Source: an optimization exercise on an open RTL-to-GDS flow (aim: small area). Production flows keep margins and buffers that such runs may drop. Only simulation tests tie the RTL to the original design; equivalence was not proved.

// processing_element
module processing_element (
    input clk, reset,
    input [15:0] in_a, in_b,
    output reg [15:0] out_a, out_b,
    output reg [31:0] acc
);
Size in the first run: about 840 cells after synthesis, ~64 flip-flops, roughly 98 I/O pins, ~8900 sq um of cells after synthesis.
Settings: LEC_CHECK=0, ABC_AREA=1, CAP_MARGIN=0, CORE_MARGIN=2, CORE_UTILIZATION=40, GPL_TIMING_DRIVEN=0, SLEW_MARGIN=0, SYNTH_HIERARCHICAL=1; clock period 8.0 ns.
standard.sh (not shown) runs the stock make flow with config.mk's settings and CLKGATE_MAP_FILE= SYNTH_SCRIPT=/design/flow/synth_recipe.tcl, a recipe that flattens the netlist after the stock synthesis.
==> flow/flow/run.sh <==
#!/bin/bash
# Standard ORFS layout, with smaller port buffers, synthesis buffers removed
# at floorplan, and a clock tree of small buffers without dummy loads.
set -euo pipefail
export BUFFER_PORTS_ARGS="-buffer_cell sky130_fd_sc_hd__buf_1"
export REMOVE_ABC_BUFFERS=1
export CTS_ARGS="-sink_clustering_enable -repair_clock_nets -dont_use_dummy_load -buf_list sky130_fd_sc_hd__clkbuf_8"
bash standard.sh > flow_make.log 2>&1
The baseline passed the timing, DRC and antenna checks.
==> next run, changes <==
--- a/flow/flow/run.sh
+++ b/flow/flow/run.sh
@@ -7 +7 @@
-export CTS_ARGS="-sink_clustering_enable -repair_clock_nets -dont_use_dummy_load -buf_list sky130_fd_sc_hd__clkbuf_8"
+export CTS_ARGS="-sink_clustering_enable -repair_clock_nets -dont_use_dummy_load -root_buf sky130_fd_sc_hd__clkbuf_16 -buf_list sky130_fd_sc_hd__clkbuf_16 -sink_clustering_size 64 -sink_clustering_max_diameter 400 -balance_levels"
ABC_AREA = unset   (was 1)
=> Final cell count decreases by about 4%. Count of clock-buffer cells in the layout is unchanged. Non-clock buffer count stays the same. Worst setup slack gets worse by 0.67 ns. Flip-flop and latch count does not change. Final area came out lower by about 1.1%. Register-to-register slack got worse by 0.64 ns. Sequential share of layout area goes up by 0.18 points.


Starting RTL as in the previous note.
Settings: LEC_CHECK=0, CAP_MARGIN=0, CORE_MARGIN=2, CORE_UTILIZATION=40, GPL_TIMING_DRIVEN=0, SLEW_MARGIN=0, SYNTH_HIERARCHICAL=1; clock period 8.0 ns.
==> flow/flow/run.sh <==
#!/bin/bash
# Standard ORFS layout, with smaller port buffers, synthesis buffers removed
# at floorplan, and a clock tree of small buffers without dummy loads.
set -euo pipefail
export BUFFER_PORTS_ARGS="-buffer_cell sky130_fd_sc_hd__buf_1"
export REMOVE_ABC_BUFFERS=1
export CTS_ARGS="-sink_clustering_enable -repair_clock_nets -dont_use_dummy_load -root_buf sky130_fd_sc_hd__clkbuf_8 -buf_list sky130_fd_sc_hd__clkbuf_4 -sink_clustering_size 6"
bash standard.sh > flow_make.log 2>&1
==> next run, changes <==
==> flow/flow/run.sh (replaced) <==
#!/bin/bash
# Standard ORFS layout, with smaller port buffers, synthesis buffers removed
# at floorplan, and a clock tree of small buffers without dummy loads.
set -euo pipefail
export BUFFER_PORTS_ARGS="-buffer_cell sky130_fd_sc_hd__buf_1"
export REMOVE_ABC_BUFFERS=1
export CTS_ARGS="-sink_clustering_enable -repair_clock_nets -dont_use_dummy_load -buf_list sky130_fd_sc_hd__clkbuf_8"
bash standard.sh > flow_make.log 2>&1
The new run ran to the end with no violations.
Design area is unchanged.
Die area stays the same.
Sequential cell count is unchanged.
Count of clock-buffer cells in the layout stays the same.
Setup slack stays the same.
Critical path depth stays the same.
Routed wire length is unchanged.
==> next run, changes <==
--- a/flow/flow/run.sh
+++ b/flow/flow/run.sh
@@ -6,3 +6,3 @@
 export REMOVE_ABC_BUFFERS=1
-export CTS_ARGS="-sink_clustering_enable -repair_clock_nets -dont_use_dummy_load -buf_list sky130_fd_sc_hd__clkbuf_8"
+export CTS_ARGS="-sink_clustering_enable -repair_clock_nets -dont_use_dummy_load -buf_list sky130_fd_sc_hd__clkbuf_4 -sink_clustering_size 8 -sink_clustering_max_diameter 60"
 bash standard.sh > flow_make.log 2>&1
=>
- The new run finished with timing, DRC and antenna clean
- setup slack barely changes
- cell area is lower by 0.58%
- utilization is lower by 0.25 points
- global-route usage stays flat
- sequential share of layout area is higher by 0.10 points


processing_element, a different RTL version from the one above (not shown whole).
Size in the first run: ~98 I/O pins.
clock: 8.0 ns
lec_check: 0
cap_margin: 20
core_margin: 2
core_utilization: 40
slew_margin: 20
synth_hierarchical: 1
run.sh (not shown) runs the stock make flow with config.mk's settings and CLKGATE_MAP_FILE= SYNTH_SCRIPT=/design/flow/synth_recipe.tcl, a recipe that flattens the netlist after the stock synthesis.
Stock flow here: none of the scripts above is used.
Edit:
==> flow/flow/run.sh (new file) <==
#!/bin/bash
# Standard ORFS layout, with smaller port buffers, synthesis buffers removed
# at floorplan, and a clock tree of small buffers without dummy loads.
set -euo pipefail
export BUFFER_PORTS_ARGS="-buffer_cell sky130_fd_sc_hd__buf_1"
export REMOVE_ABC_BUFFERS=1
export CTS_ARGS="-sink_clustering_enable -repair_clock_nets -dont_use_dummy_load -buf_list sky130_fd_sc_hd__clkbuf_8"
bash standard.sh > flow_make.log 2>&1
==> flow/standard.sh (new file) <==
#!/bin/bash
# synth_recipe.tcl (not shown) runs the flow's synth.tcl, then flattens the netlist and writes it again
# the make line also repeats each setting of config.mk as NAME=value (left out here)
make -C /OpenROAD-flow-scripts/flow DESIGN_CONFIG=/design/flow/config.mk WORK_HOME=/design/flow/orfs CLKGATE_MAP_FILE= SYNTH_SCRIPT=/design/flow/synth_recipe.tcl "${@:-finish}"
--- a/flow/config.mk
+++ b/flow/config.mk
@@ -8 +8 @@
-export CAP_MARGIN = 20
+export CAP_MARGIN = 0
@@ -11 +11,2 @@
-export SLEW_MARGIN = 20
+export GPL_TIMING_DRIVEN = 0
+export SLEW_MARGIN = 0
removed: flow/run.sh
Outcome: Setup slack is better by 0.14 ns; cell area drops by 10%; routed wire length shrinks by 6.8%.

-- port drivers added, routing unchanged --
No port has a modelled driver above. Below, the same layouts with a new extraction and two added sets of constraints. Step 1, drivers: a clkbuf_16 drives clk and a buf_2 each remaining input, both assumed. Step 2 moves the port delays by t, midway between the first and last clock arrival at a register: inputs arrive t later, outputs are due t later. That takes back most of the time a late clock gives input paths. Slacks: ideal ports / drivers / drivers and shift; pairs: ideal ports / drivers.
run	shift t [ns]	setup slack, ns	hold WS [ns]
the first run of note 1	0.408	1.464 / 1.487 / 1.079	0.510 / 0.510 / 0.510
the second run of note 1	0.385	0.792 / 0.813 / 0.428	0.521 / 0.521 / 0.521
the first run of note 2	0.410	0.857 / 0.875 / 0.465	0.526 / 0.526 / 0.526
the second run of note 2	0.410	0.857 / 0.875 / 0.465	0.526 / 0.526 / 0.526
the third run of note 2	0.486	0.859 / 0.877 / 0.391	0.537 / 0.537 / 0.537
the first run of note 3	0.395	0.715 / 0.726 / 0.331	0.498 / 0.498 / 0.498
the second run of note 3	0.401	0.860 / 0.875 / 0.474	0.504 / 0.504 / 0.504
After both steps setup and hold are still met in every run listed. The setup slack of the third run of note 2, which loses most, moves by +0.018 ns with the drivers and by -0.468 ns with both steps.
